What follows belongs to an exercise in optimizing a design on an open flow for small area, a short achievable clock period and few clock cycles; a production flow would make more cautious choices.
Function was checked by simulation only, so behaviour that the tests miss may differ from the original.

**run.sh**
```bash
#!/bin/bash
# synth_recipe.tcl (not shown) runs the flow's synth.tcl, then flattens the netlist and writes it again
# the make line also repeats each setting of config.mk as NAME=value (left out here)
make -C /OpenROAD-flow-scripts/flow DESIGN_CONFIG=/design/flow/config.mk WORK_HOME=/design/flow/orfs CLKGATE_MAP_FILE= SYNTH_SCRIPT=/design/flow/synth_recipe.tcl finish
```
**design.v**
```verilog
`timescale 1ns / 1ps
module fp_unit_new(
    input clk,
    input nreset,
    input input_ready,
    input [31 : 0] a,
    input [31 : 0] b,
    input [2 : 0] round_mode,
    input [1 : 0] op,  
    output [31 : 0] z,
    output reg done,
    output busy,
    output reg dz,  
    output reg of,  
    output reg uf,  
    output reg nx,  
    output reg nv  
);
    localparam I_MUL = 0, I_MNORM = 1, I_DIVN = 2, I_DIV2 = 3, I_DIV4 = 4,
               I_SQRT = 5, I_ASET = 6, I_ALIGN = 7, I_ADDS = 8, I_XFER = 9, I_NORM = 10,
               I_ROUND = 11, I_DENORM = 12, I_ROUND2 = 13;
    localparam NS = 14;
    localparam [2:0] EK_NONE = 3'd0, EK_NAN = 3'd1, EK_NANNV = 3'd2, EK_ZERO = 3'd3, EK_DZ = 3'd4;
    reg [NS-1:0] st;
    reg busy_r;
    reg first;       
    reg [2:0] ek;
    reg [1:0] opr;
    reg [2:0] rmr;
    reg [29:0] R;
    reg [27:0] D;
    reg [27:0] Q;
    reg signed [9:0] E;
    reg [7:0] EB;
    reg S;
    reg ST;
    reg swp;
    reg sqp;
    reg sub;
    reg [7:0] CNT;
    reg bneg0, btwo0, bone0, bneg1, btwo1, bone1;   
    assign busy = busy_r;
    assign z = {S, E[7:0], Q[24:2]};
    wire sa = a[31], sb = b[31];
    wire [7:0] ea = a[30:23], eb = b[30:23];
    wire ha = |ea, hb = |eb;
    wire [23:0] ma = {ha, a[22:0]};
    wire [23:0] mb = {hb, b[22:0]};
    wire a_snan = (a[30:22] == 9'h1FE) && (a[21:0] != 22'd0);
    wire b_snan = (b[30:22] == 9'h1FE) && (b[21:0] != 22'd0);
    wire a_qnan = (a[30:22] == 9'h1FF);
    wire b_qnan = (b[30:22] == 9'h1FF);
    wire az = (a[30:0] == 31'd0);
    wire bz = (b[30:0] == 31'd0);
    wire amax = (ea == 8'hFF);
    wire bmax = (eb == 8'hFF);
    reg [2:0] ek_in;
    always @(*) begin
        ek_in = EK_NONE;
        if (a_snan || b_snan) ek_in = EK_NANNV;
        else if (a_qnan || b_qnan) ek_in = EK_NAN;
        else case (op)
            2'b00: if (az || bz) ek_in = (amax || bmax) ? EK_NANNV : EK_ZERO;
            2'b01: if (amax && bmax) ek_in = EK_NANNV;
                   else if (bz) ek_in = az ? EK_NANNV : EK_DZ;
            2'b10: if (amax && bmax && (sa ^ sb)) ek_in = EK_NANNV;
            2'b11: if (sa) ek_in = EK_NANNV;
        endcase
    end
    wire par = a[23] || !ha;        
    wire swp_in = (eb > ea);
    wire both_low = (ea[7:1] == 7'd0) && (eb[7:1] == 7'd0);
    wire [7:0] dexp_in = both_low ? 8'd0 : (swp_in ? eb - ea : ea - eb);
    wire [7:0] xa = E[7:0], xb = EB;
    wire xha = |xa, xhb = |xb;
    wire [7:0] xa1 = xha ? xa : 8'd1;
    wire [7:0] xb1 = xhb ? xb : 8'd1;
    wire xswp = (xb > xa);
    wire xlow = (xa[7:1] == 7'd0) && (xb[7:1] == 7'd0);
    wire [7:0] xdab = xa - xb;
    wire [7:0] xdba = xb - xa;
    wire [7:0] xd = xswp ? xdba : xdab;
    wire [7:0] xdexp = xlow ? 8'd0 : xd;
    wire xfar = !xlow && (xd >= 8'd26);
    wire [7:0] xemax = xlow ? 8'd1 : (xswp ? xb : xa);
    wire xpar = xa[0] || !xha;
    wire [9:0] xsq = {2'b0, xa} + 10'd126 + {9'd0, xpar} + {9'd0, !xha};
    reg [9:0] e_init;
    always @(*) begin
        case (opr)
            2'b00: e_init = {2'b0, xa1} + {2'b0, xb1} - 10'd126;
            2'b01: e_init = {2'b0, xa1} - {2'b0, xb1} + 10'd153;
            2'b10: e_init = {2'b0, xemax};
            default: e_init = {1'b0, xsq[9:1]} + (xpar ? 10'd1 : 10'd2);
        endcase
    end
    wire m_mul = st[I_MUL];
    wire m_sqrt = st[I_SQRT];
    wire m_div4 = st[I_DIV4];
    wire m_div2 = st[I_DIV2];
    wire m_add = st[I_ADDS];
    wire addp = m_add & ~sub;        
    wire [29:0] A = R;
    wire [29:0] T1 = {2'b0, Q[24:0], 3'b001};      
    wire [29:0] T2 = {2'b0, Q[23:0], 4'b0100};     
    wire [29:0] D1 = {2'b0, D};
    wire [29:0] D2 = {1'b0, D, 1'b0};
    wire [29:0] bz_op = m_sqrt ? T1 : D1;
    wire [29:0] sz = A + (addp ? bz_op : ~bz_op) + {29'd0, ~addp};
    wire [29:0] sy = A + ~(m_sqrt ? T2 : D2) + 30'd1;
    wire [29:0] X = m_sqrt ? {2'b0, Q[24:0], 3'b011} : {2'b0, D};
    wire [29:0] X1 = {X[28:0], 1'b0};
    wire [29:0] X4 = {X[27:0], 2'b0};
    wire [29:0] X8 = {X[26:0], 3'b0};
    wire [29:0] xb1o = {30{bneg0}} ^ (({30{bone0}} & X) | ({30{btwo0}} & X1));
    wire [29:0] xb2o = {30{bneg1}} ^ (({30{bone1}} & X4) | ({30{btwo1}} & X8));    
    wire xc0 = bneg0;
    wire xc1 = bneg1;
    wire [29:0] csa_s = A ^ xb1o ^ xb2o;
    wire [29:0] csa_c = {(A[28:0] & xb1o[28:0]) | (A[28:0] & xb2o[28:0]) | (xb1o[28:0] & xb2o[28:0]), xc0};
    wire [29:0] sx = csa_s + csa_c + {29'd0, xc1};
    wire cz = ~sz[29];    
    wire cy = ~sy[29];
    wire cx = ~sx[29];
    wire m_r4 = m_div4 | m_sqrt;
    wire [1:0] qd = cx ? 2'd3 : (cy ? 2'd2 : (cz ? 2'd1 : 2'd0));
    wire [2:0] nd0 = Q[5:3];
    wire [2:0] nd1 = Q[7:5];
    function [2:0] bdec(input [2:0] d);  
        bdec = {d[2] & ~(d[1] & d[0]),
                (d == 3'b100) | (d == 3'b011),
                d[1] ^ d[0]};
    endfunction
    wire [2:0] bn0 = bdec(nd0);
    wire [2:0] bn1 = bdec(nd1);
    wire [2:0] bi0 = bdec({b[1], b[0], 1'b0});
    wire [2:0] bi1 = bdec({b[3], b[2], b[1]});
    wire selx = m_mul | (m_r4 & cx);
    wire sely = m_r4 & ~cx & cy;
    wire selz = m_add | ((m_r4 | m_div2) & ~cx & ~cy & cz);
    wire rfast = m_mul | m_r4 | m_div2;
    wire [29:0] rsel = ({30{selx}} & sx) | ({30{sely}} & sy) | ({30{selz}} & sz) |
                       ({30{~selx & ~sely & ~selz}} & A);
    wire [29:0] r_adder = ({30{m_mul}} & {{4{rsel[29]}}, rsel[29:4]}) |
                          ({30{m_div4}} & {rsel[27:0], 2'b00}) |
                          ({30{m_div2}} & {rsel[28:0], 1'b0}) |
                          ({30{m_sqrt}} & {rsel[25:0], D[27:24]}) |
                          ({30{m_add}} & rsel);
    wire stk = ST | (opr[0] & (R != 30'd0));
    wire rg = Q[1], rr = Q[0], rl = Q[2];
    reg rinc;
    always @(*) begin
        case (rmr)
            3'b001: rinc = 1'b0;
            3'b010: rinc = S & (rg | rr);
            3'b011: rinc = ~S & (rg | rr);
            3'b100: rinc = rg;
            default: rinc = rl ? rg : (rg & rr);
        endcase
    end
    wire [23:0] rsum = {1'b0, Q[24:2]} + {23'd0, rinc};
    wire rovf = rsum[23];
    wire [22:0] rfrac = rsum[22:0];
    wire rnx = stk | rg | rr;
    wire e_ge255 = (E >= 10'sd255);
    wire e_eq254 = (E == 10'sd254);
    wire e_le0 = (E <= 10'sd0);
    wire e_eq0 = (E == 10'sd0);
    wire e_ltm23 = (E < -10'sd23);
    wire e_eqm23 = (E == -10'sd23);
    wire r_of = e_ge255 | (e_eq254 & rovf);
    wire r_den = e_le0 & ~(e_eq0 & rovf);
    wire r_ufz = e_ltm23 | (e_eqm23 & ~rovf);
    wire early = first && (ek != EK_NONE || (opr == 2'b10 && xfar));
    wire signed [9:0] ebase = first ? e_init : E;
    reg signed [9:0] edelta;
    always @(*) begin
        edelta = 10'sd0;
        if (st[I_MNORM] & ~R[19]) edelta = -10'sd1;
        if (st[I_SQRT] & (CNT == 8'd1)) edelta = sqp ? -10'sd1 : -10'sd2;
        if (st[I_DIVN]) edelta = 10'sd1;
        if (st[I_DIV2]) edelta = -10'sd1;
        if (st[I_DIV4]) edelta = Q[24] ? -10'sd1 : -10'sd2;
        if (st[I_NORM]) edelta = (Q[25:0] == 26'd0) ? ((opr == 2'b11) ? -10'sd25 : -10'sd26) : (Q[25] ? 10'sd0 : (Q[24] ? -10'sd1 : -10'sd2));
        if (st[I_ROUND] & rovf) edelta = 10'sd1;
        if (st[I_DENORM]) edelta = 10'sd1;
    end
    wire signed [9:0] enext = ebase + edelta;
    wire signed [9:0] ebase1 = ebase + 10'sd1;
    always @(posedge clk, negedge nreset) begin
        if (!nreset) begin
            busy_r <= 1'b0;
            done <= 1'b0;
        end else begin
            done <= 1'b0;
            first <= 1'b0;
            if (!busy_r) begin
                if (input_ready) begin
                    busy_r <= 1'b1;
                    first <= 1'b1;
                    ek <= ek_in;
                    opr <= op;
                    rmr <= round_mode;
                    nx <= 1'b0; of <= 1'b0; uf <= 1'b0; nv <= 1'b0; dz <= 1'b0;
                    ST <= 1'b0;
                    sub <= sa ^ sb;
                    E <= {2'b0, ea};
                    EB <= eb;
                    if (op == 2'b00) begin
                        {bneg0, btwo0, bone0} <= bi0;
                        {bneg1, btwo1, bone1} <= bi1;
                    end else begin
                        {bneg0, btwo0, bone0} <= 3'b001;
                        {bneg1, btwo1, bone1} <= 3'b101;
                    end
                    st <= {NS{1'b0}};
                    case (op)
                        2'b00: begin
                            st[I_MUL] <= 1'b1;
                            R <= 30'd0;
                            D <= {4'b0, ma};
                            Q <= {4'b0, mb};
                            S <= sa ^ sb;
                            CNT <= 8'd7;
                        end
                        2'b01: begin
                            if (ha && hb) begin
                                st[I_DIV4] <= 1'b1;
                                R <= {5'd0, ma, 1'b0};
                            end else begin
                                if (hb) st[I_DIV2] <= 1'b1; else st[I_DIVN] <= 1'b1;
                                R <= {6'd0, ma};
                            end
                            D <= {4'b0, mb};
                            Q <= 28'd0;
                            S <= sa ^ sb;
                            CNT <= 8'd29;
                        end
                        2'b10: begin
                            if (dexp_in == 8'd0) st[I_ADDS] <= 1'b1; else st[I_ALIGN] <= 1'b1;
                            R <= {4'b0, swp_in ? mb : ma, 2'b0};
                            D <= {2'b0, swp_in ? ma : mb, 2'b0};
                            S <= swp_in ? sb : sa;
                            swp <= swp_in;
                            CNT <= dexp_in;
                            Q <= 28'd0;
                        end
                        default: begin
                            st[I_SQRT] <= 1'b1;
                            R <= par ? {29'd0, ma[23]} : {26'd0, ma[23:20]};
                            D <= par ? {ma[22:0], 5'b0} : {ma[19:0], 8'b0};
                            Q <= 28'd0;
                            S <= 1'b0;
                            sqp <= par;
                            CNT <= par ? 8'd13 : 8'd12;
                        end
                    endcase
                end
            end else if (early) begin
                st <= {NS{1'b0}};
                busy_r <= 1'b0;
                done <= 1'b1;
                case (ek)
                    EK_NAN, EK_NANNV: begin
                        S <= 1'b0; E[7:0] <= 8'hFF; Q[24:2] <= 23'h400000;
                        nv <= (ek == EK_NANNV);
                    end
                    EK_ZERO: begin
                        S <= 1'b0; E[7:0] <= 8'h00; Q[24:2] <= 23'd0;
                    end
                    EK_DZ: begin
                        E[7:0] <= 8'hFF; Q[24:2] <= 23'd0; dz <= 1'b1;
                    end
                    default: begin  
                        S <= xswp ? b[31] : a[31];
                        E[7:0] <= xswp ? b[30:23] : a[30:23];
                        Q[24:2] <= xswp ? b[22:0] : a[22:0];
                        nx <= 1'b1;
                    end
                endcase
            end else begin
                E <= enext;
                if (rfast) R <= r_adder;
                if (st[I_MUL]) begin
                    Q <= {sx[3:0], Q[27:4]};
                    {bneg0, btwo0, bone0} <= bn0;
                    {bneg1, btwo1, bone1} <= bn1;
                    CNT <= CNT - 8'd1;
                    if (CNT == 8'd1) begin st[I_MUL] <= 1'b0; st[I_MNORM] <= 1'b1; end
                end
                if (st[I_MNORM]) begin
                    if (R[19]) begin
                        Q <= {2'b0, R[19:0], Q[27:22]};
                        ST <= ST | (Q[21:0] != 22'd0);
                        st[I_MNORM] <= 1'b0; st[I_ROUND] <= 1'b1;
                    end else if (R[18]) begin
                        Q <= {2'b0, R[18:0], Q[27:21]};
                        ST <= ST | (Q[20:0] != 21'd0);
                        st[I_MNORM] <= 1'b0; st[I_ROUND] <= 1'b1;
                    end else begin
                        R <= {R[28:0], Q[27]};
                        Q <= {Q[26:0], 1'b0};
                    end
                end
                if (st[I_DIVN]) begin
                    D <= {D[26:0], 1'b0};
                    CNT <= CNT + 8'd1;
                    if (D[22]) begin st[I_DIVN] <= 1'b0; st[I_DIV2] <= 1'b1; end
                end
                if (st[I_DIV2]) begin
                    Q <= {Q[26:0], cz};
                    CNT <= CNT - 8'd1;
                    if (Q[24]) begin st[I_DIV2] <= 1'b0; st[I_ROUND] <= 1'b1; end
                    else if (CNT == 8'd1) begin st[I_DIV2] <= 1'b0; st[I_NORM] <= 1'b1; end
                end
                if (st[I_DIV4]) begin
                    if (Q[24]) begin
                        Q <= {Q[26:0], qd[1]};
                        ST <= ST | qd[0];
                    end else begin
                        Q <= {Q[25:0], qd};
                    end
                    if (Q[24] | Q[23]) begin st[I_DIV4] <= 1'b0; st[I_ROUND] <= 1'b1; end
                end
                if (st[I_SQRT]) begin
                    D <= {D[23:0], 4'b0000};
                    CNT <= CNT - 8'd1;
                    if (CNT == 8'd1) begin
                        st[I_SQRT] <= 1'b0;
                        if (sqp) begin
                            Q <= {Q[24:0], qd, 1'b0};
                            if (Q[22]) st[I_ROUND] <= 1'b1; else st[I_NORM] <= 1'b1;
                        end else begin
                            Q <= {Q[23:0], qd, 2'b00};
                            if (Q[21]) st[I_ROUND] <= 1'b1; else st[I_NORM] <= 1'b1;
                        end
                    end else begin
                        Q <= {Q[25:0], qd};
                    end
                end
                if (st[I_ALIGN]) begin
                    if (CNT >= 8'd4) begin
                        D <= {4'd0, D[27:4]};
                        ST <= ST | (D[3:0] != 4'd0);
                        CNT <= CNT - 8'd4;
                        if (CNT == 8'd4) begin st[I_ALIGN] <= 1'b0; st[I_ADDS] <= 1'b1; end
                    end else begin
                        D <= {1'b0, D[27:1]};
                        ST <= ST | D[0];
                        CNT <= CNT - 8'd1;
                        if (CNT == 8'd1) begin st[I_ALIGN] <= 1'b0; st[I_ADDS] <= 1'b1; end
                    end
                end
                if (st[I_ADDS]) begin
                    if (sub && !cz) begin
                        R <= {4'b0, swp ? ma : mb, 2'b0};
                        D <= {2'b0, swp ? mb : ma, 2'b0};
                        swp <= !swp;
                        S <= !S;
                    end else begin
                        if (sz[26]) begin
                            Q <= {2'b0, sz[26:1]};
                            E <= ebase1;
                        end else begin
                            Q <= {2'b0, sz[25:0]};
                            E <= ebase;
                        end
                        ST <= ST | D[1] | D[0] | (sz[26] & sz[0]);
                        st[I_ADDS] <= 1'b0;
                        if (sz[26] | sz[25]) st[I_ROUND] <= 1'b1; else st[I_NORM] <= 1'b1;
                    end
                end
                if (st[I_NORM]) begin
                    if (Q[25:0] == 26'd0) begin
                        if (opr == 2'b10) S <= 1'b0;
                        st[I_NORM] <= 1'b0; st[I_ROUND] <= 1'b1;
                    end else if (Q[25]) begin
                        st[I_NORM] <= 1'b0; st[I_ROUND] <= 1'b1;
                    end else if (Q[24]) begin
                        Q <= {Q[26:0], 1'b0};
                        st[I_NORM] <= 1'b0; st[I_ROUND] <= 1'b1;
                    end else begin
                        Q <= {Q[25:0], 2'b00};
                        if (Q[23]) begin st[I_NORM] <= 1'b0; st[I_ROUND] <= 1'b1; end
                    end
                end
                if (st[I_ROUND]) begin
                    st[I_ROUND] <= 1'b0;
                    if (r_of) begin
                        of <= 1'b1; nx <= 1'b1;
                        done <= 1'b1; busy_r <= 1'b0;
                        if (rmr == 3'b001 || (rmr == 3'b010 && !S) || (rmr == 3'b011 && S)) begin
                            E[7:0] <= 8'hFE; Q[24:2] <= 23'h7FFFFF;
                        end else begin
                            E[7:0] <= 8'hFF; Q[24:2] <= 23'd0;
                        end
                    end else if (r_den) begin
                        if (r_ufz) begin
                            uf <= 1'b1; nx <= 1'b1;
                            S <= 1'b0; E <= 10'sd0; Q[24:2] <= 23'd0;
                            done <= 1'b1; busy_r <= 1'b0;
                        end else begin
                            st[I_DENORM] <= 1'b1;
                        end
                    end else begin
                        Q[24:2] <= rfrac;
                        nx <= rnx;
                        done <= 1'b1; busy_r <= 1'b0;
                    end
                end
                if (st[I_DENORM]) begin
                    Q <= {1'b0, Q[27:1]};
                    ST <= ST | Q[0];
                    if (E == 10'sd0) begin st[I_DENORM] <= 1'b0; st[I_ROUND2] <= 1'b1; end
                end
                if (st[I_ROUND2]) begin
                    E <= 10'sd0;
                    Q[24:2] <= rfrac;
                    nx <= rnx;
                    uf <= rnx;
                    done <= 1'b1; busy_r <= 1'b0;
                    st[I_ROUND2] <= 1'b0;
                end
            end
        end
    end
endmodule
```
**constraint.sdc**
```tcl
create_clock -name core_clock -period 10.0 [get_ports {clk}]
set_input_delay 2.0000 -clock core_clock [delete_from_list [all_inputs] [get_ports {clk}]]
set_output_delay 2.0000 -clock core_clock [all_outputs]
set_load 0.01 [all_outputs]
```
**config.mk**
```make
export PLATFORM = sky130hd
export DESIGN_NAME = fp_unit_new
export DESIGN_NICKNAME = fp_unit_new
export VERILOG_FILES = /design/flow/design.v
export SDC_FILE = /design/flow/constraint.sdc
export NUM_CORES = 4
export LEC_CHECK = 0
export ABC_AREA = 1
export CAP_MARGIN = 20
export CORE_MARGIN = 2
export CORE_UTILIZATION = 40
export SETUP_SLACK_MARGIN = 5
export SLEW_MARGIN = 20
```
==> results.json, run 1 <==
{
  "arrival_ns": 5.40,
  "grt_pass1_vias": 34400,
  "place_inst": 5731,
  "grt_util_met1_pct": 52.3,
  "ys_types": 70,
  "met3_usage_pct": 11.2,
  "chipWidth_um": 277,
  "grt_pass1_wl_mm": 234,
  "ys_seq_area_share_pct": 15.2,
  "critPathRequiredTime_ns": 10.38,
  "drive_gt1_share_pct": 13.4,
  "finalHoldViolCount": 0,
  "cts_tree": "done",
  "status": "complete, no violations",
  "clk_pin_slew_worst_paths_ns": 0.09,
  "vias": 38400,
  "fp.coreArea_um2": 74100,
  "postSynthCellCount": 4884,
  "grt_max_degree": 94,
  "ctsHoldBuffers": 0,
  "crit_path_max_fanout": 26,
  "async_flop_share_pct": 1.32,
  "slew_headroom_pct": 14.8,
  "layout_min_cycle_time_ns": 5.02,
  "nNetsFinal": 5246,
  "top_usage_layer": "met2",
  "wl_per_cell_um": 27.9,
  "cts_root_buffer": "clkbuf_16",
  "tightest_slew_ns": 1.27,
  "finClkSkew_ns": 0.0218,
  "drv_cap": 0,
  "numPortBuffers": 110,
  "grt_overflow": 0,
  "fin_cells": 5952,
  "place_area_um2": 31200,
  "htree_levels": 4,
  "synth-seq-cells": 151,
  "synth_flop_cell": "edfxtp_1",
  "fin_area_um2": 35500,
  "grt_antenna_before_repair": 7,
  "numCtsBuffers": 17,
  "avgSynthCellArea_um2": 6.10,
  "hold_class": "register to register",
  "rsz0062_at_grt": "yes",
  "report.final.slew_viol_count": 0,
  "grt_use_met2_pct": 60.3,
  "dp_hpwl_mm": 120,
  "critical_path_class": "register to register",
  "gr-usage-all-layers_pct": 40.7,
  "via_per_inst": 6.45,
  "setup_viol": 0,
  "fp.dieArea_um2": 76700,
  "drt_first_pass_iters": 10,
  "drc_errors": 0,
  "syn_area_um2": 29800,
  "yosys_warnings": 1,
  "fmax_mhz": 199,
  "fin_crit_sh_pct": 50.2,
  "die_y_um": 277,
  "ant_nets": 0,
  "syn-num-nets": 5163,
  "fin_setup_tns_ns": 0,
  "gp_congestion": 1.08,
  "ios": 111,
  "rows": 100,
  "initial_utilization_pct": 40.2,
  "clk_latency_ns": 0.51,
  "crit_path_end_kind": "register",
  "synth-edff-count": 149,
  "wirelength_mm": 166,
  "clk_path_buf_depth": 2,
  "cts_sinks": 151,
  "areaGrowthSynthToFinish_pct": 19.2,
  "start_kind": "register",
  "dr.first_iter.drc_count": 6480
}
-- cell usage in the layout, fill, tap and decap left out, types with 14 or more instances in the layout --
cell | synthesis | layout
o221ai_1 | 75 | 75
clkinv_1 | 23 | 16
inv_2 | 18 | 27
a21o_1 | 17 | 17
nand3_1 | 264 | 255
nand2_4 | 4 | 19
o211ai_1 | 56 | 56
buf_4 | 40 | 194
nor3_1 | 52 | 51
o21ai_1 | 55 | 41
o22ai_2 | 0 | 26
buf_12 | 0 | 22
nand4_1 | 51 | 51
a31oi_1 | 14 | 14
clkdlybuf4s50_1 | 0 | 108
nor2_4 | 5 | 17
inv_1 | 508 | 483
nor4_1 | 28 | 28
xor2_2 | 0 | 14
xor2_1 | 173 | 159
nand2_2 | 29 | 58
edfxtp_1 | 149 | 149
a221oi_1 | 30 | 24
o21bai_1 | 21 | 21
clkbuf_16 | 0 | 22
a21oi_2 | 7 | 26
nand2_1 | 1169 | 1123
o21ai_4 | 2 | 21
a21oi_1 | 422 | 399
o21ai_0 | 460 | 449
o22ai_1 | 119 | 90
nand3_2 | 17 | 18
ha_4 | 0 | 31
xnor2_1 | 28 | 24
nor2_2 | 10 | 16
or2_2 | 22 | 22
a22oi_1 | 49 | 49
ha_1 | 167 | 132
nor2_1 | 384 | 372
fa_1 | 40 | 38
-- final timing paths --
kind	startpoint	to	cells past startpoint	slack, ns
setup / recovery	st[1]	Q[20]	16	4.98
hold / removal	ek[0]	nv	1	0.60
setup reg to reg	st[1]	Q[20]	16	4.98
hold reg to reg	ek[0]	nv	1	0.60
max in group asynchronous	nreset	busy_r	1	8.10
min in group asynchronous	nreset	done	1	1.70
-- registers in the layout, indices dropped and copies added, names as in the netlist, 2 cells and up --
| register | count |
|---|---|
| EB | 8 |
| E | 10 |
| D | 28 |
| R | 30 |
| CNT | 8 |
| ek | 3 |
| Q | 28 |
| opr | 2 |
| rmr | 3 |
| st | 12 |
-- critical path, stage by stage, from the launching register on --
cell	delay, ns
edfxtp_1	1.05
inv_1	0.62
nor2_1	0.31
nand2_1	0.12
nand2_1	0.59
inv_1	0.51
o211ai_1	0.35
nand2_1	0.09
o211ai_1	0.09
o21ai_0	0.10
o21ai_0	0.15
nand3_1	0.09
o21ai_1	0.28
a21oi_1	0.13
o21ai_0	0.17
o211ai_1	0.14
nand2_1	0.09
-- logic make-up after synthesis --
| group | synth area share (%) |
|---|---|
| DFF | 15.2 |
| xor gates and xnor gates | 5.91 |
| buffers and inverters | 11.7 |
| and+or+nand+nor | 29.7 |
| AOI/OAI and AO/OA | 27.7 |
| adders and majority gates | 9.70 |
-- layer usage --
metal  vias up  wire length, um
li1      16900                -
met1     17700            62200
met2      3023            68700
met3       720            21900
met4         4            13200
met5         -               29
-- per-stage QoR --
step / setup slack (ns) / hold WS (ns) / utilization [%]
final: 4.98 / 0.598 / 48.0
after global routing: 4.85 / 0.621 / 47.9
after CTS: 4.94 / 0.596 / 45.1
after detailed placement: 3.82 / 0.586 / 42.2
after global placement: 3.80 / 0.579 / 42.2
after floorplan: 5.41 / 0.523 / -
-- cell type report --
type / instances / area (um^2)
Timing Repair inverter: 1 / 7.51
Tap cell: 969 / 1210
Fill cell: 7769 / 38500
Timing Repair Buffer: 352 / 3460
Antenna cell: 3 / 7.51
Sequential cell: 151 / 4530
Clock buffer: 17 / 425
Inverter: 552 / 2170
Multi-Input combinational cell: 3892 / 23500
Clock inverter: 15 / 214
-- cell usage after synthesis (all sizes together), types with 9 or more instances --
master / instances / area (um^2)
a32oi: 9 / 78.8
xor2: 173 / 1520
nand2: 1202 / 4610
xnor2: 28 / 245
a31oi: 14 / 87.6
clkinv: 23 / 86.3
o21ai: 523 / 2660
o211ai: 58 / 445
nand3b: 9 / 71.3
a21o: 17 / 128
nor4: 28 / 175
a21oi: 430 / 2190
a22oi: 49 / 368
ha: 167 / 2090
o31ai: 9 / 72.6
inv: 529 / 1990
buf: 109 / 703
o21bai: 21 / 158
edfxtp: 149 / 4470
a221oi: 30 / 263
nand3: 281 / 1490
clkbuf: 191 / 717
nand4: 60 / 432
nor3: 54 / 280
or2: 23 / 144
fa: 40 / 801
o221ai: 75 / 657
o32ai: 13 / 114
o22ai: 119 / 744
nor2: 399 / 1560
-- what timing repair did --
| action | CTS | global route |
|---|---|---|
| buffers inserted | 70 | 94 |
| setup endpoints to repair | 182 | 169 |
| endpoints found under the hold margin | 0 | 0 |
| resized for setup | 134 | 249 |
| pin swaps | 23 | 86 |
| gates cloned | 13 | 9 |
Testbench counts, summed over its fixed seeds: cycles 39,773.
==> run 2: changes to the inputs <==
--- a/config.mk
+++ b/config.mk
@@ -9,5 +9,5 @@
 export CAP_MARGIN = 20
 export CORE_MARGIN = 2
-export CORE_UTILIZATION = 40
+export CORE_UTILIZATION = 50
 export SETUP_SLACK_MARGIN = 5
 export SLEW_MARGIN = 20
==> run 2 against run 1 <==
Effect of this change:
- routed wire length decreased by 5.3%
- final area decreased by 2.8%
- clock skew decreased by 0.0017 ns
- via count decreased by 1.3%
- flip-flop and latch count unchanged
- synthesized cell count unchanged
- register-to-register slack improved by 0.05 ns
- critical path depth decreased by 6
- critical endpoint is now R[10]
==> results.json, run 2 <==
{
  "dp_hpwl_mm": 113,
  "critical_path_class": "primary input to register",
  "grt_max_degree": 94,
  "report.final.slew_viol_count": 0,
  "syn_area_um2": 29800,
  "ios": 111,
  "synth_commonest_cells": "1,169 x nand2_1, 508 x inv_1, 460 x o21ai_0",
  "via_per_inst": 6.62,
  "netlist.top_cell.by_area": "edfxtp_1",
  "reg2regPathDepth": 30,
  "chipWidth_um": 248,
  "clk_pin_slew_worst_paths_ns": 0.06,
  "ys_seq_area_share_pct": 15.2,
  "synth-edff-count": 149,
  "ctsHoldBuffers": 0,
  "postSynthCellCount": 4884,
  "setup_viol": 0,
  "synth_top_family_by_area": "simple AND/OR/NAND/NOR gates",
  "synth-seq-cells": 151,
  "fin_setup_tns_ns": 0,
  "critPathRequiredTime_ns": 10.20,
  "finClkSkew_ns": 0.0201,
  "grt_pass1_wl_mm": 220,
  "status": "complete, no violations",
  "syn-num-nets": 5163,
  "top_regs": "R: 30 flops, D: 28 flops, Q: 28 flops",
  "clk_latency_ns": 0.50,
  "drt_first_pass_iters": 13,
  "tightest_slew_ns": 1.09,
  "synthMuxAreaShare_pct": 0,
  "fmax_mhz": 199,
  "nNetsFinal": 5212,
  "regMostFlops": "R",
  "synth_compound_area_share_pct": 27.7,
  "largest_reg_flops": 30,
  "ys_top_cells_by_area": "edfxtp_1 15%, nand2_1 15%, o21ai_0 7.7%",
  "rrSetupSlack_ns": 5.03,
  "fp.dieArea_um2": 61600,
  "dr.first_iter.drc_count": 5956,
  "drv_cap": 0,
  "grt_antenna_before_repair": 7,
  "grt_overflow": 0,
  "yosys_warnings": 1,
  "avgSynthCellArea_um2": 6.10,
  "wirelength_mm": 157,
  "holdPathStages": 1,
  "fin_util_pct": 58.5,
  "drive_gt1_share_pct": 12.0,
  "clk_path_buf_depth": 2,
  "synth_flop_cell": "edfxtp_1",
  "ant_nets": 0,
  "holdPathEnd": "nv",
  "finalHoldViolCount": 0,
  "crit_path_max_fanout": 24,
  "numCtsBuffers": 17,
  "vias": 37900,
  "synth_top_area_share_pct": 15.0,
  "synth_fa_ha_area_share_pct": 9.70,
  "cts_root_buffer": "clkbuf_16",
  "yosysMostFrequentCell": "nand2_1",
  "layout_min_cycle_time_ns": 5.04,
  "die_y_um": 248,
  "htree_levels": 4,
  "rows": 89,
  "async_flop_share_pct": 1.32,
  "min_from": "ek[0]",
  "slew_headroom_pct": 26.6,
  "yosys.area_share.xor_xnor_pct": 5.91,
  "reg2reg_to": "R[11]",
  "grt_pass1_vias": 33500,
  "fp.coreArea_um2": 59000,
  "cts_tree": "done",
  "ys_types": 70,
  "regToRegStartpoint": "st[5]",
  "synth-simple-area-share_pct": 29.7,
  "initial_utilization_pct": 50.5,
  "gp_congestion": 1.07,
  "arrival_ns": 5.23,
  "fin_crit_sh_pct": 50.4,
  "wl_per_cell_um": 27.5,
  "final_cell_mix": "1,132 x nand2_1, 492 x inv_1, 451 x o21ai_0",
  "cts_sinks": 151,
  "hold_class": "register to register",
  "crit_path_end_kind": "register",
  "drc_errors": 0,
  "start_kind": "primary input",
  "areaGrowthSynthToFinish_pct": 15.9,
  "rsz0062_at_grt": "yes",
  "gr-usage-all-layers_pct": 48.3,
  "final_common_cell": "nand2_1",
  "numPortBuffers": 110
}
==> run 2: per-layer routing <==
layer	global-route usage (%)	vias to the layer above	share of wire (%)
li1	-	16800	-
met1	61.3	17100	37
met2	69.1	3103	39
met3	15.9	821	15
met4	32.6	6	9.0
met5	1.43	-	0.029
==> run 2: stage by stage <==
stage | hold WS [ns] | std cells | setup WS [ns] | cell area, um^2
2_1_floorplan | 0.523 | 4884 | 5.41 | 29800
3_3_place_gp | 0.592 | 5542 | 4.00 | 31000
3_5_place_dp | 0.592 | 5542 | 4.05 | 31000
4_1_cts | 0.598 | 5632 | 4.99 | 32700
5_1_grt | 0.623 | 5719 | 4.84 | 34500
6_report | 0.597 | 5720 | 4.96 | 34500
==> run 2: worst max-delay path, cell delays in order <==
cell and delay (ns):
clkdlybuf4s50_1 0.56, nor4_1 0.39, nand4_1 0.26, nor2_2 0.43, nor2_1 0.09, buf_4 0.25, clkinvlp_4 0.30, a21oi_1 0.11
a221oi_1 0.74, a21oi_1 0.07
==> run 2: area by class of cell <==
class                      instances  area [um^2]
tap                              773          967
inverter                         552         2160
timing repair inverter             2         15.0
sequential                       151         4530
clock inverter                    10          126
antenna                            4         10.0
multi-input combinational       3891        23200
timing repair buffer             318         3080
clock buffer                      19          433
fill                            5963        24500
==> run 2: kinds of logic (layout without fill, tap and decap cells) <==
family / count (synthesis) / after routing
other cells: 0 / 4
simple gates: 2070 / 2078
buf+inv: 852 / 901
compound gates: 1403 / 1405
fa+ha+maj: 207 / 207
xor+xnor: 201 / 201
flops: 151 / 151
==> run 2: timing repair <==
action,4_1_cts,5_1_grt
setup buffers,52,72
gates cloned,9,12
pin swaps,13,75
setup endpoints to repair,162,146
resized for setup,107,230
==> run 2: worst max-delay path by stage <==
stage,slack [ns],end,start,depth (start not counted)
after floorplan,5.41,R[21],st[5],30
after global placement,4.00,R[22],b[28],10
after detailed placement,4.05,R[9],st[5],30
after CTS,4.99,D[11],E[7],20
after global routing,4.84,E[9],Q[0],31
final,4.96,R[10],b[28],10
==> run 3: changes to the inputs <==
--- a/design.v
+++ b/design.v
@@ -69,4 +69,7 @@
     end
     wire par = a[23] || !ha;        
+    wire [3:0] sqn = par ? {3'b000, ma[23]} : ma[23:20];
+    wire [1:0] sqd = (sqn >= 4'd9) ? 2'd3 : (sqn >= 4'd4) ? 2'd2 : (sqn != 4'd0) ? 2'd1 : 2'd0;
+    wire [3:0] sqr = sqn - {sqd[1] & sqd[0], sqd[1] & ~sqd[0], 1'b0, sqd[0]};  
     wire swp_in = (eb > ea);
     wire both_low = (ea[7:1] == 7'd0) && (eb[7:1] == 7'd0);
@@ -248,10 +251,10 @@
                         default: begin
                             st[I_SQRT] <= 1'b1;
-                            R <= par ? {29'd0, ma[23]} : {26'd0, ma[23:20]};
-                            D <= par ? {ma[22:0], 5'b0} : {ma[19:0], 8'b0};
-                            Q <= 28'd0;
+                            R <= {23'd0, sqr[2:0], par ? ma[22:19] : ma[19:16]};
+                            D <= par ? {ma[18:0], 9'b0} : {ma[15:0], 12'b0};
+                            Q <= {26'd0, sqd};
                             S <= 1'b0;
                             sqp <= par;
-                            CNT <= par ? 8'd13 : 8'd12;
+                            CNT <= par ? 8'd12 : 8'd11;
                         end
                     endcase
--- a/config.mk
+++ b/config.mk
@@ -9,5 +9,5 @@
 export CAP_MARGIN = 20
 export CORE_MARGIN = 2
-export CORE_UTILIZATION = 50
+export CORE_UTILIZATION = 40
 export SETUP_SLACK_MARGIN = 5
 export SLEW_MARGIN = 20
==> run 3 against run 2 <==
Effect of this change:
- still clean
- worst hold slack lost 0.010 ns
- final area rose by 7.1%
- clock skew rose by 0.0011 ns
- first-iteration DRC count rose by 11%
- critical path depth increased by 19
- core utilization decreased by 8.6 points
- routed wire length grew 7.0%
- global-route usage shrank 7.0 points
- worst setup slack worse by 0.084 ns
- die area rose by 24%
- critical path type is now register to register
- highest routed layer unchanged
==> results.json, run 3 <==
{
  "drc_errors": 0,
  "critPathRequiredTime_ns": 10.36,
  "report.final.slew_viol_count": 0,
  "arrival_ns": 5.48,
  "crit_path_max_fanout": 7,
  "crit_path_end_kind": "register",
  "synth-edff-count": 149,
  "fin_util_pct": 50.0,
  "drive_gt1_share_pct": 16.6,
  "drt_first_pass_iters": 9,
  "ys_top_cells_by_area": "nand2_1 15%, edfxtp_1 15%, o21ai_0 8.9%",
  "min_from": "ek[0]",
  "async_flop_share_pct": 1.32,
  "grt_max_degree": 80,
  "yosys_warnings": 1,
  "dp_hpwl_mm": 121,
  "fin_crit_sh_pct": 51.2,
  "die_y_um": 277,
  "ant_nets": 0,
  "clk_pin_slew_worst_paths_ns": 0.08,
  "synth_flop_cell": "edfxtp_1",
  "holdPathStages": 1,
  "wirelength_mm": 168,
  "finClkSkew_ns": 0.0213,
  "holdPathEnd": "nv",
  "synth_top_area_share_pct": 15.4,
  "netlist.top_cell.by_area": "nand2_1",
  "synth_commonest_cells": "1,219 x nand2_1, 531 x o21ai_0, 530 x inv_1",
  "reg2reg_to": "R[2]",
  "status": "complete, no violations",
  "tightest_slew_ns": 1.30,
  "syn_area_um2": 29800,
  "areaGrowthSynthToFinish_pct": 24.3,
  "chipWidth_um": 277,
  "setup_viol": 0,
  "grt_pass1_wl_mm": 237,
  "avgSynthCellArea_um2": 6.03,
  "cts_sinks": 151,
  "cts_root_buffer": "clkbuf_16",
  "dr.first_iter.drc_count": 6609,
  "grt_pass1_vias": 34500,
  "numPortBuffers": 110,
  "grt_overflow": 0,
  "regToRegStartpoint": "st[5]",
  "rsz0062_at_grt": "yes",
  "gp_congestion": 1.07,
  "clk_latency_ns": 0.51,
  "layout_min_cycle_time_ns": 5.12,
  "synth-seq-cells": 151,
  "hold_class": "register to register",
  "drv_cap": 0,
  "fin_setup_tns_ns": 0,
  "regMostFlops": "R",
  "fp.dieArea_um2": 76600,
  "crit_top_cell": "nand3_4",
  "finalHoldViolCount": 0,
  "critPathSlowestCell": "fa_1",
  "whs_ns": 0.587,
  "ios": 111,
  "htree_levels": 4,
  "initial_utilization_pct": 40.2,
  "yosysMostFrequentCell": "nand2_1",
  "final_common_cell": "nand2_1",
  "syn-num-nets": 5212,
  "fp.coreArea_um2": 74100,
  "wl_per_cell_um": 27.7,
  "critPathMaxStageDelay_ns": 0.51,
  "start_kind": "register",
  "via_per_inst": 6.46,
  "fmax_mhz": 195,
  "rrSetupSlack_ns": 4.88,
  "ys_seq_area_share_pct": 15.2,
  "top_regs": "R: 30 flops, D: 28 flops, Q: 28 flops",
  "clk_path_buf_depth": 2,
  "vias": 39200,
  "postSynthCellCount": 4931,
  "gr-usage-all-layers_pct": 41.3,
  "grt_antenna_before_repair": 6,
  "ys_types": 71,
  "numCtsBuffers": 17,
  "critical_path_class": "register to register",
  "reg2regPathDepth": 29,
  "ctsHoldBuffers": 0,
  "largest_reg_flops": 30,
  "place_inst": 5787,
  "fin_cells": 6069,
  "fillers": 7647,
  "nNetsFinal": 5365,
  "final_cell_mix": "1,119 x nand2_1, 510 x o21ai_0, 506 x inv_1",
  "cts_tree": "done",
  "slew_headroom_pct": 12.7,
  "rows": 100
}
==> run 3: cell count changes after synthesis, sizes merged, moves of 15 or more <==
cell / change
nand2: +41
o22ai: -15
nand3: -70
a21oi: +21
inv: +15
a22oi: -26
o21ai: +66
o221ai: -36
nand4: +23
==> run 3: how the worst max path moves through the flow <==
stage	startpoint	endpoint	slack (ns)	depth (start not counted)
after floorplan	input_ready	D[0]	5.02	4
after global placement	st[5]	R[15]	3.44	26
after detailed placement	st[5]	R[15]	3.49	26
after CTS	st[8]	D[6]	4.93	26
after global routing	st[5]	R[25]	4.75	32
final	st[5]	R[2]	4.88	29
==> run 3: logic make-up (layout without fill, tap and decap cells) <==
family                   count (synthesis)  in the layout  synth area share [%]
AO/OA/AOI/OAI                         1469           1470                  28.4
XOR/XNOR                               190            190                  5.64
adder cells (fa/ha/maj)                209            209                  9.80
buffers and inverters                  864           1024                  11.7
flip-flops                             151            151                  15.2
multiplexers                             3              3                 0.105
other                                    0              3                     0
AND/OR/NAND/NOR                       2045           2050                  29.1
==> run 3: worst max-delay path, delay by kind of cell, from the launching register on <==
family | cells | cell delay (ns)
xor+xnor | 1 | 0.27
flops | 1 | 0.42
fa+ha+maj | 2 | 0.80
buf+inv | 7 | 1.01
simple gates | 13 | 1.43
compound gates | 6 | 0.99
==> run 3: what timing repair did <==
action | 4_1_cts | 5_1_grt
hold endpoints to repair | 0 | 0
buffers inserted | 107 | 118
resized for setup | 216 | 400
pin swaps | 62 | 208
cloned | 11 | 11
setup endpoints to repair | 184 | 175
==> run 3: cell type report <==
class                           instances  area (um^2)  share of cell area [%]
Multi-Input combinational cell       3922        24300                    65.6
Timing Repair inverter                  1         5.00                  0.0135
Clock inverter                         15          189                   0.511
Clock buffer                           17          425                    1.15
Sequential cell                       151         4530                    12.2
Timing Repair Buffer                  427         4190                    11.3
Antenna cell                            3         7.51                  0.0203
Tap cell                              969         1210                    3.28
Inverter                              564         2190                    5.92
==> run 3: layer usage <==
metal  GRT usage, %  vias up  routed length (um)
met1           56.1    18400               66300
li1               -    17200                   -
met2           55.8     3020               65000
met4           21.1        4               10900
met3           16.1      668               26000
met5              0        -                  26
==> run 3: stage by stage <==
step / setup WS, ns / cell area [um^2]
2_1_floorplan: 5.02 / 29800
3_3_place_gp: 3.44 / 31300
3_5_place_dp: 3.49 / 31300
4_1_cts: 4.93 / 34000
5_1_grt: 4.75 / 37000
6_report: 4.88 / 37000
Testbench counts of run 3, summed over its fixed seeds: cycles 38,954.
==> run 4: changes to the inputs <==
--- a/config.mk
+++ b/config.mk
@@ -9,5 +9,5 @@
 export CAP_MARGIN = 20
 export CORE_MARGIN = 2
-export CORE_UTILIZATION = 40
+export CORE_UTILIZATION = 50
 export SETUP_SLACK_MARGIN = 5
 export SLEW_MARGIN = 20
==> run 4 against run 3 <==
Effect of this change:
- core utilization rose by 10 points
- synthesized cell count did not move
- still clean
- cell count fell by 4.3%
- sequential share of layout area rose by 0.58 points
- largest cell class unchanged
- synthesized area did not move
- flip-flop and latch count did not move
- critical path type unchanged
- first-iteration DRC count rose by 7.1%
- critical path depth fell by 14
- worst setup slack improved by 0.053 ns
==> results.json, run 4 <==
{
  "slew_headroom_pct": 12.8,
  "synth-seq-cells": 151,
  "numPortBuffers": 110,
  "report.final.slew_viol_count": 0,
  "arrival_ns": 5.31,
  "ys_types": 71,
  "gr-usage-all-layers_pct": 49.7,
  "finalHoldViolCount": 0,
  "whs_ns": 0.604,
  "synth_flop_cell": "edfxtp_1",
  "critical_path_class": "register to register",
  "synth_commonest_cells": "1,219 x nand2_1, 531 x o21ai_0, 530 x inv_1",
  "final_common_cell": "nand2_1",
  "chipWidth_um": 248,
  "clk_latency_ns": 0.50,
  "ant_nets": 0,
  "cts_root_buffer": "clkbuf_16",
  "nNetsFinal": 5299,
  "areaGrowthSynthToFinish_pct": 18.7,
  "yosysMostFrequentCell": "nand2_1",
  "rsz0062_at_grt": "yes",
  "wl_per_cell_um": 27.7,
  "cts_tree": "done",
  "synth-edff-count": 149,
  "grt_pass1_vias": 33700,
  "final_cell_mix": "1,164 x nand2_1, 516 x o21ai_0, 509 x inv_1",
  "avgSynthCellArea_um2": 6.03,
  "drive_gt1_share_pct": 13.3,
  "status": "complete, no violations",
  "grt_antenna_before_repair": 10,
  "die_y_um": 248,
  "setup_viol": 0,
  "ys_top_cells_by_area": "nand2_1 15%, edfxtp_1 15%, o21ai_0 8.9%",
  "yosys_warnings": 1,
  "postSynthCellCount": 4931,
  "netlist.top_cell.by_area": "nand2_1",
  "yosys.area_share.xor_xnor_pct": 5.64,
  "clk_pin_slew_worst_paths_ns": 0.07,
  "regMostFlops": "R",
  "crit_path_max_fanout": 26,
  "hold_class": "register to register",
  "fp.dieArea_um2": 61500,
  "numCtsBuffers": 17,
  "fmax_mhz": 197,
  "grt_overflow": 0,
  "dr.first_iter.drc_count": 7075,
  "synth-simple-area-share_pct": 29.1,
  "start_kind": "register",
  "regArea_um2": 4530,
  "cts_sinks": 151,
  "tightest_slew_ns": 1.30,
  "synth_top_family_by_area": "simple AND/OR/NAND/NOR gates",
  "via_per_inst": 6.70,
  "grt_pass1_wl_mm": 225,
  "grt_max_degree": 80,
  "initial_utilization_pct": 50.5,
  "fin_crit_sh_pct": 50.7,
  "fin_cells": 5808,
  "drv_cap": 0,
  "htree_levels": 4,
  "fin_setup_tns_ns": 0,
  "synth_compound_area_share_pct": 28.4,
  "gp_congestion": 1.12,
  "layout_min_cycle_time_ns": 5.07,
  "ios": 111,
  "dp_hpwl_mm": 117,
  "vias": 38900,
  "clk_path_buf_depth": 2,
  "synth_fa_ha_area_share_pct": 9.80,
  "drt_first_pass_iters": 12,
  "multi_input_area_um2": 23500,
  "fillers": 5846,
  "finClkSkew_ns": 0.0143,
  "synthMuxAreaShare_pct": 0.105,
  "async_flop_share_pct": 1.32,
  "fp.coreArea_um2": 58900,
  "syn-num-nets": 5212,
  "ys_seq_area_share_pct": 15.2,
  "rows": 89,
  "crit_path_end_kind": "register",
  "place_inst": 5594,
  "largest_reg_flops": 30,
  "critPathRequiredTime_ns": 10.24,
  "syn_area_um2": 29800,
  "drc_errors": 0,
  "top_regs": "R: 30 flops, D: 28 flops, Q: 28 flops",
  "synth_top_area_share_pct": 15.4,
  "wirelength_mm": 161
}
## run 4: cell counts after synthesis
No cell type changed its count.
## run 4: kinds of logic (layout without fill, tap and decap cells)
kind of cell             count (synthesis)  count (layout)
multiplexers                             3               3
AO/OA/AOI/OAI                         1469            1470
flip-flops                             151             151
other                                    0               4
adder cells (fa/ha/maj)                209             209
buffers and inverters                  864             956
AND/OR/NAND/NOR                       2045            2052
XOR/XNOR                               190             190
## run 4: layer usage
layer  GRT usage, %  share of wire (%)  vias up
li1               -                  -    17000
met5           1.67               0.22        -
met4           24.6                6.5       12
met1           66.4                 38    17800
met3           23.3                 18      767
met2           65.7                 38     3320
## run 4: path summary, 6_finish.rpt
kind                                to  cells past startpoint  startpoint  slack, ns
worst min-delay path                nv                      1       ek[0]       0.60
worst min register to register      nv                      1       ek[0]       0.60
worst max-delay path             Q[19]                     15       R[19]       4.93
max in group asynchronous       busy_r                      1      nreset       8.07
min in group asynchronous       busy_r                      1      nreset       1.72
worst max register to register   Q[19]                     15       R[19]       4.93
## run 4: repair_timing
item,in CTS,in global routing
gates resized for setup,159,284
cloned,11,10
buffers inserted,76,81
pin swaps,33,97
hold endpoints to repair,0,0
hold buffers,0,0
endpoints found under the setup margin,170,150
## run 4: layout make-up
class	count	area share, %
Clock inverter	15	0.528
Tap cell	773	2.74
Antenna cell	4	0.0283
Timing Repair inverter	3	0.0425
Sequential cell	151	12.8
Multi-Input combinational cell	3924	66.6
Timing Repair Buffer	357	9.83
Inverter	564	6.21
Clock buffer	17	1.20
## run 4: stage by stage
stage / setup slack, ns / area (um^2) / utilization, %
2_1_floorplan: 5.02 / 29800 / -
3_3_place_gp: 3.71 / 31100 / 52.8
3_5_place_dp: 3.63 / 31100 / 52.8
4_1_cts: 5.01 / 33200 / 56.3
5_1_grt: 4.82 / 35300 / 60.0
6_report: 4.93 / 35300 / 60.0
## run 4: worst max-delay path: stages (launching register included)
cell and delay [ns]:
edfxtp_1 0.98, clkinv_1 1.10, nand2_1 1.04, o22ai_1 0.21
nand2_1 0.15, o211ai_1 0.13, a21oi_1 0.18, a21oi_1 0.06
o21ai_0 0.09, a21oi_1 0.06, a211oi_1 0.43, o21ai_1 0.13
nand2_1 0.07, nand2_1 0.05, nand2_1 0.06, nand2_1 0.05
==> run 5: changes to the inputs <==
--- a/design.v
+++ b/design.v
@@ -150,6 +150,11 @@
                           ({30{m_sqrt}} & {rsel[25:0], D[27:24]}) |
                           ({30{m_add}} & rsel);
-    wire stk = ST | (opr[0] & (R != 30'd0));
-    wire rg = Q[1], rr = Q[0], rl = Q[2];
+    wire mulsrc = st[I_ROUND] & (opr == 2'b00);
+    wire mshift = mulsrc & ~R[19] & ~R[18];      
+    wire mlow = mulsrc & ~R[19];                 
+    wire [25:0] W = mulsrc ? (R[19] ? {R[19:0], Q[27:22]} : {R[18:0], Q[27:21]}) : Q[25:0];
+    wire wst = mulsrc & (R[19] ? (Q[21:0] != 22'd0) : (Q[20:0] != 21'd0));
+    wire stk = ST | wst | (opr[0] & (R != 30'd0));
+    wire rg = W[1], rr = W[0], rl = W[2];
     reg rinc;
     always @(*) begin
@@ -162,14 +167,15 @@
         endcase
     end
-    wire [23:0] rsum = {1'b0, Q[24:2]} + {23'd0, rinc};
+    wire [23:0] rsum = {1'b0, W[24:2]} + {23'd0, rinc};
     wire rovf = rsum[23];
     wire [22:0] rfrac = rsum[22:0];
     wire rnx = stk | rg | rr;
-    wire e_ge255 = (E >= 10'sd255);
-    wire e_eq254 = (E == 10'sd254);
-    wire e_le0 = (E <= 10'sd0);
-    wire e_eq0 = (E == 10'sd0);
-    wire e_ltm23 = (E < -10'sd23);
-    wire e_eqm23 = (E == -10'sd23);
+    wire signed [9:0] Ew = mlow ? E - 10'sd1 : E;
+    wire e_ge255 = (Ew >= 10'sd255);
+    wire e_eq254 = (Ew == 10'sd254);
+    wire e_le0 = (Ew <= 10'sd0);
+    wire e_eq0 = (Ew == 10'sd0);
+    wire e_ltm23 = (Ew < -10'sd23);
+    wire e_eqm23 = (Ew == -10'sd23);
     wire r_of = e_ge255 | (e_eq254 & rovf);
     wire r_den = e_le0 & ~(e_eq0 & rovf);
@@ -180,5 +186,5 @@
     always @(*) begin
         edelta = 10'sd0;
-        if (st[I_MNORM] & ~R[19]) edelta = -10'sd1;
+        if (st[I_MNORM]) edelta = -10'sd1;
         if (st[I_SQRT] & (CNT == 8'd1)) edelta = sqp ? -10'sd1 : -10'sd2;
         if (st[I_DIVN]) edelta = 10'sd1;
@@ -186,5 +192,5 @@
         if (st[I_DIV4]) edelta = Q[24] ? -10'sd1 : -10'sd2;
         if (st[I_NORM]) edelta = (Q[25:0] == 26'd0) ? ((opr == 2'b11) ? -10'sd25 : -10'sd26) : (Q[25] ? 10'sd0 : (Q[24] ? -10'sd1 : -10'sd2));
-        if (st[I_ROUND] & rovf) edelta = 10'sd1;
+        if (st[I_ROUND] & ~mshift) edelta = (rovf & ~mlow) ? 10'sd1 : ((mlow & ~rovf) ? -10'sd1 : 10'sd0);
         if (st[I_DENORM]) edelta = 10'sd1;
     end
@@ -290,19 +296,10 @@
                     {bneg1, btwo1, bone1} <= bn1;
                     CNT <= CNT - 8'd1;
-                    if (CNT == 8'd1) begin st[I_MUL] <= 1'b0; st[I_MNORM] <= 1'b1; end
+                    if (CNT == 8'd1) begin st[I_MUL] <= 1'b0; st[I_ROUND] <= 1'b1; end
                 end
                 if (st[I_MNORM]) begin
-                    if (R[19]) begin
-                        Q <= {2'b0, R[19:0], Q[27:22]};
-                        ST <= ST | (Q[21:0] != 22'd0);
-                        st[I_MNORM] <= 1'b0; st[I_ROUND] <= 1'b1;
-                    end else if (R[18]) begin
-                        Q <= {2'b0, R[18:0], Q[27:21]};
-                        ST <= ST | (Q[20:0] != 21'd0);
-                        st[I_MNORM] <= 1'b0; st[I_ROUND] <= 1'b1;
-                    end else begin
-                        R <= {R[28:0], Q[27]};
-                        Q <= {Q[26:0], 1'b0};
-                    end
+                    R <= {R[28:0], Q[27]};
+                    Q <= {Q[26:0], 1'b0};
+                    if (R[17]) begin st[I_MNORM] <= 1'b0; st[I_ROUND] <= 1'b1; end
                 end
                 if (st[I_DIVN]) begin
@@ -343,5 +340,10 @@
                 end
                 if (st[I_ALIGN]) begin
-                    if (CNT >= 8'd4) begin
+                    if (CNT >= 8'd16) begin
+                        D <= {16'd0, D[27:16]};
+                        ST <= ST | (D[15:0] != 16'd0);
+                        CNT <= CNT - 8'd16;
+                        if (CNT == 8'd16) begin st[I_ALIGN] <= 1'b0; st[I_ADDS] <= 1'b1; end
+                    end else if (CNT >= 8'd4) begin
                         D <= {4'd0, D[27:4]};
                         ST <= ST | (D[3:0] != 4'd0);
@@ -390,5 +392,7 @@
                 if (st[I_ROUND]) begin
                     st[I_ROUND] <= 1'b0;
-                    if (r_of) begin
+                    if (mshift) begin
+                        st[I_MNORM] <= 1'b1;
+                    end else if (r_of) begin
                         of <= 1'b1; nx <= 1'b1;
                         done <= 1'b1; busy_r <= 1'b0;
@@ -404,4 +408,6 @@
                             done <= 1'b1; busy_r <= 1'b0;
                         end else begin
+                            Q <= {2'b0, W};
+                            ST <= ST | wst;
                             st[I_DENORM] <= 1'b1;
                         end
--- a/config.mk
+++ b/config.mk
@@ -9,5 +9,5 @@
 export CAP_MARGIN = 20
 export CORE_MARGIN = 2
-export CORE_UTILIZATION = 50
+export CORE_UTILIZATION = 40
 export SETUP_SLACK_MARGIN = 5
 export SLEW_MARGIN = 20
==> run 5 against run 4 <==
Effect of this change:
- core utilization shrank 11 points
- first-iteration DRC count shrank 3.8%
- final area grew 6.0%
- clock skew grew 0.010 ns
- cell count grew 8.0%
- die area grew 28%
- critical path type unchanged
==> results.json, run 5 <==
{
  "status": "complete, no violations",
  "async_flop_share_pct": 1.32,
  "cts_root_buffer": "clkbuf_16",
  "avgSynthCellArea_um2": 5.95,
  "regArea_um2": 4530,
  "holdPathStages": 1,
  "start_kind": "register",
  "largest_reg_flops": 30,
  "wl_met2_mm": 67.5,
  "ant_nets": 0,
  "fp.coreArea_um2": 75800,
  "setup_viol": 0,
  "areaGrowthSynthToFinish_pct": 22.3,
  "netlist.top_cell.by_area": "nand2_1",
  "die_y_um": 281,
  "wl_per_cell_um": 27.7,
  "arrival_ns": 5.74,
  "synth_top_area_share_pct": 16.8,
  "chipWidth_um": 281,
  "grt_overflow": 0,
  "routed-wl-met3_mm": 26.7,
  "regToRegStartpoint": "R[2]",
  "vias": 40200,
  "slew_headroom_pct": 24.0,
  "final_common_cell": "nand2_1",
  "gr-usage-all-layers_pct": 41.8,
  "finClkSkew_ns": 0.0244,
  "cts_tree": "done",
  "clk_pin_slew_worst_paths_ns": 0.07,
  "whs_ns": 0.591,
  "reg2reg_to": "E[7]",
  "fp.dieArea_um2": 78800,
  "fillers": 7948,
  "fin_setup_tns_ns": 0,
  "rrSetupSlack_ns": 4.51,
  "rsz0062_at_grt": "yes",
  "finalHoldViolCount": 0,
  "gp_congestion": 1.10,
  "clk_path_buf_depth": 2,
  "hold_class": "register to register",
  "fmax_mhz": 182,
  "synth_commonest_cells": "1,369 x nand2_1, 591 x o21ai_0, 536 x inv_1",
  "grt_pass1_wl_mm": 244,
  "place_area_um2": 32200,
  "grt_antenna_before_repair": 8,
  "setup_ws_ns": 4.51,
  "synth-edff-count": 149,
  "tightest_slew_ns": 1.13,
  "multi_input_area_um2": 25000,
  "grt_max_degree": 67,
  "crit_path_end_kind": "register",
  "drv_cap": 0,
  "final_cell_mix": "1,268 x nand2_1, 550 x o21ai_0, 499 x inv_1",
  "ys_seq_area_share_pct": 14.8,
  "dp_hpwl_mm": 126,
  "syn-num-nets": 5441,
  "yosysMostFrequentCell": "nand2_1",
  "synth-seq-cells": 151,
  "highest_layer": "met5",
  "rows": 101,
  "via_per_inst": 6.40,
  "min_from": "ek[0]",
  "postSynthCellCount": 5152,
  "top_regs": "R: 30 flops, D: 28 flops, Q: 28 flops",
  "fin_area_um2": 37500,
  "cts_sinks": 151,
  "drc_errors": 0,
  "nNetsFinal": 5569,
  "crit_path_max_fanout": 7,
  "fin_util_pct": 49.4,
  "place_inst": 6007,
  "numPortBuffers": 110,
  "htree_levels": 4,
  "reg2regPathDepth": 27,
  "synth_flop_cell": "edfxtp_1",
  "met1_length_mm": 68.1,
  "critPathRequiredTime_ns": 10.25,
  "numCtsBuffers": 17,
  "regMostFlops": "R",
  "pre_cts_ws_ns": 3.19,
  "drive_gt1_share_pct": 15.7,
  "dr.first_iter.drc_count": 6804,
  "ys_types": 69,
  "critical_path_class": "register to register",
  "layout_min_cycle_time_ns": 5.49,
  "fin_cells": 6272,
  "syn_area_um2": 30600,
  "ios": 111,
  "grt_pass1_vias": 35000,
  "wirelength_mm": 174,
  "holdPathEnd": "nv",
  "yosys_warnings": 1,
  "initial_utilization_pct": 40.4,
  "ys_top_cells_by_area": "nand2_1 17%, edfxtp_1 15%, o21ai_0 9.7%",
  "drt_first_pass_iters": 7,
  "clk_latency_ns": 0.50,
  "report.final.slew_viol_count": 0,
  "ctsHoldBuffers": 0,
  "fin_crit_sh_pct": 54.9
}
## run 5: changes by cell type after synthesis, moves of 12 or more
cell      before   now
nand2_2       22    10
nand4_1       72    58
nor4_1        29    41
nand2_1     1219  1369
nor2_1       370   470
o221ai_1      39    65
xor2_1       161   183
a21oi_1      451   370
o21ai_0      531   591
o32ai_1       15     3
buf_2         48    27
## run 5: worst max-delay path by stage
stage / start / endpoint / slack [ns] / cells after the start
2_1_floorplan: R[19] / E[9] / 4.76 / 38
3_3_place_gp: st[5] / R[3] / 3.16 / 29
3_5_place_dp: st[5] / R[3] / 3.19 / 29
4_1_cts: opr[1] / E[9] / 4.87 / 36
5_1_grt: R[2] / E[9] / 4.46 / 26
6_report: R[2] / E[7] / 4.51 / 27
## run 5: worst max-delay path, cell delays in order (launching register included)
cell and delay [ns]:
edfxtp_1 0.76, inv_1 0.36, o21ai_0 0.85, o21ai_1 0.26, inv_1 0.17, nand4_1 0.15, nor4_2 0.18, nand4_1 0.17
ha_2 0.21, or2_4 0.25, nand3_4 0.10, inv_6 0.06, ha_4 0.24, a21o_1 0.16, nand3_1 0.06, nand2_1 0.06
a21oi_2 0.16, nor2_1 0.06, o21ai_1 0.11, nand2_1 0.08, buf_4 0.14, buf_4 0.13, xnor2_2 0.13, a21oi_1 0.09
nand2_1 0.13, nand2_1 0.06, nand2_1 0.08, nand2_1 0.05
## run 5: kinds of logic after synthesis
| logic type | count (synthesis) | synth area share, % |
|---|---|---|
| and+or+nand+nor | 2289 | 31.0 |
| DFF | 151 | 14.8 |
| xor gates and xnor gates | 222 | 6.37 |
| buffers and inverters | 864 | 11.5 |
| adders and majority gates | 217 | 9.84 |
| muxes | 1 | 0.0327 |
| AOI/OAI and AO/OA | 1408 | 26.5 |
## run 5: repair_timing
action                     in CTS  in global routing
setup buffers                 111                 94
pin swaps                      57                151
gates cloned                   15                 12
setup endpoints to repair     195                168
gates resized for setup       259                372
## run 5: layer usage
metal | GRT usage (%) | vias up
li1 | - | 17600
met1 | 56.7 | 18600
met2 | 57.8 | 3184
met3 | 15.0 | 737
met4 | 20.7 | 12
met5 | 0 | -
## run 5: layout make-up
type                       count  area share, %
timing repair buffer         392           10.1
sequential                   151           12.1
tap                          978           3.27
antenna                        1        0.00668
inverter                     570           6.08
timing repair inverter         3         0.0534
clock buffer                  17           1.14
clock inverter                15          0.421
multi-input combinational   4145           66.9
Testbench counts of run 5, summed over its fixed seeds: cycles 37,658.
==> run 6: changes to the inputs <==
--- a/config.mk
+++ b/config.mk
@@ -6,5 +6,4 @@
 export NUM_CORES = 4
 export LEC_CHECK = 0
-export ABC_AREA = 1
 export CAP_MARGIN = 20
 export CORE_MARGIN = 2
==> run 6 against run 5 <==
Effect of this change:
- still clean on timing, DRC and antenna
- global-route usage is 0.63 points lower
- synthesized area increased by 0.36%
- fmax increased by 1.6%
- critical path type unchanged
==> results.json, run 6 <==
{
  "finalHoldViolCount": 0,
  "fin_cells": 5407,
  "place_inst": 5080,
  "chipWidth_um": 281,
  "cts_root_buffer": "clkbuf_16",
  "grt_max_degree": 68,
  "critPathRequiredTime_ns": 10.23,
  "critPathMaxStageDelay_ns": 0.51,
  "pre_cts_ws_ns": 2.98,
  "crit_path_cell_trace": "buf_12 -> buf_12 -> mux2_4 -> a22oi_2 -> xnor2_1 -> fa_1 -> ha_4 -> nand2_2 -> a211oi_4 -> nand2_2 -> o21a_4 -> o211a_1 -> or3_4 -> buf_12 -> a222oi_1 -> o31ai_2 -> buf_4 -> nand2_1 -> nand4_1 -> a31o_1",
  "drv_cap": 0,
  "ys_types": 99,
  "gp_congestion": 1.07,
  "layout_min_cycle_time_ns": 5.40,
  "ios": 111,
  "dp_hpwl_mm": 117,
  "fin_crit_sh_pct": 54.0,
  "hold_class": "register to register",
  "start_kind": "register",
  "htree_levels": 4,
  "vias": 37900,
  "ant_nets": 0,
  "fp.dieArea_um2": 79100,
  "reg2regPathDepth": 20,
  "fin_setup_tns_ns": 0,
  "crit_path_end_kind": "register",
  "largest_reg_flops": 30,
  "rrSetupSlack_ns": 4.60,
  "rows": 101,
  "dr.first_iter.drc_count": 6760,
  "crit_family": "compound AO/OA/AOI/OAI gates",
  "clk_latency_ns": 0.48,
  "fin_util_pct": 51.5,
  "crit_buf_inv": 4,
  "top_regs": "R: 30 flops, D: 28 flops, Q: 28 flops",
  "wirelength_mm": 171,
  "fp.coreArea_um2": 76100,
  "synth_commonest_cells": "438 x nand2_1, 364 x a21oi_1, 364 x nor2_1",
  "rsz0062_at_grt": "yes",
  "grt_overflow": 0,
  "numCtsBuffers": 17,
  "crit_path_max_fanout": 8,
  "areaGrowthSynthToFinish_pct": 27.5,
  "setup_viol": 0,
  "gr-usage-all-layers_pct": 41.2,
  "via_per_inst": 7.01,
  "final_common_cell": "nand2_1",
  "tightest_slew_ns": 1.33,
  "postSynthCellCount": 4215,
  "report.final.slew_viol_count": 0,
  "min_from": "busy_r",
  "finClkSkew_ns": 0.0164,
  "holdPathStages": 0,
  "holdPathEnd": "of",
  "avgSynthCellArea_um2": 7.29,
  "status": "complete, no violations",
  "critPathSlowestCell": "fa_1",
  "grt_antenna_before_repair": 14,
  "crit_top_cell": "buf_12",
  "synth_flop_cell": "edfxtp_1",
  "grt_pass1_vias": 34300,
  "ys_top_cells_by_area": "edfxtp_1 15%, mux2i_1 8.5%, ha_1 7.2%",
  "cts_sinks": 151,
  "place_area_um2": 32900,
  "syn_area_um2": 30700,
  "nNetsFinal": 4649
}
run 6: kinds of logic (layout without fill, tap and decap cells):
| logic type | after synthesis | in the layout | share of synthesized area (%) |
|---|---|---|---|
| buf+inv | 578 | 728 | 7.55 |
| other cells | 0 | 4 | 0 |
| flops | 151 | 151 | 14.7 |
| xor+xnor | 256 | 256 | 7.41 |
| mux | 325 | 325 | 10.9 |
| compound gates | 1404 | 1408 | 30.3 |
| fa+ha+maj | 217 | 217 | 9.81 |
| simple gates | 1284 | 1288 | 19.4 |
run 6: final cells by class:
class / instances / area [um^2]
multi-input cells: 3494 / 27000
well taps: 1030 / 1290
diodes: 4 / 10.0
repair buffers: 524 / 5050
clock buffers: 18 / 429
flip-flops and latches: 151 / 4530
inverters: 172 / 656
fillers: 7312 / 36900
clock inverters: 14 / 200
run 6: worst max path at each step:
stage	start	endpoint	slack [ns]	depth (start not counted)
after floorplan	st[5]	R[27]	4.73	22
after global placement	st[5]	R[16]	2.95	16
after detailed placement	st[5]	R[16]	2.98	16
after CTS	st[5]	R[9]	4.81	21
after global routing	st[5]	R[1]	4.53	19
final	st[5]	R[4]	4.60	20
run 6: per-stage QoR:
stage	hold slack (ns)
3_5_place_dp	0.619
5_1_grt	0.646
3_3_place_gp	0.617
6_report	0.634
2_1_floorplan	0.596
4_1_cts	0.636
run 6: timing repair:
item | 4_1_cts | 5_1_grt
setup buffers | 194 | 67
gates resized for setup | 410 | 193
pin swaps | 149 | 129
hold buffers | 0 | 0
setup endpoints to repair | 203 | 114
cloned | 18 | 11
run 6: metal layers:
metal / GRT usage [%] / vias up / share of wire (%)
met5: 1.25 / - / 0.20
met2: 58.0 / 3075 / 39
met1: 52.1 / 17900 / 37
li1: - / 16000 / -
met3: 16.8 / 887 / 16
met4: 24.7 / 28 / 8.0

[what the ideal ports hide]
No port has a modelled driver above. Below, the same layouts with a new extraction and two added sets of constraints.
Step 1 sets driving cells, clkbuf_16 on the clock port and buf_2 on the other inputs (assumed; they add their load-dependent delay and slew).
Step 2 also shifts input and output timing later by t, the mid clock arrival at the registers, as if the neighbouring blocks saw the same clock.
a / b / c = ideal ports / drivers / drivers and shift; a / b = the first two.
run	t (ns)	setup WS [ns]	clock arrival spread, ns	worst slew at a driven data input, ns
run 1	0.560	4.981 / 4.981 / 4.623	0.023 / 0.023	0.08
run 2	0.556	4.964 / 5.011 / 4.455	0.020 / 0.020	0.05
run 3	0.561	4.880 / 4.880 / 4.468	0.021 / 0.021	0.05
run 4	0.560	4.933 / 4.933 / 4.585	0.014 / 0.014	0.05
run 5	0.555	4.512 / 4.512 / 4.471	0.025 / 0.024	0.07
run 6	0.546	4.597 / 4.597 / 4.439	0.016 / 0.017	0.07
After both steps setup and hold are still met in every run listed. For run 2, which loses most, drivers alone change the setup slack by +0.047 ns; drivers and shift together by -0.509 ns.
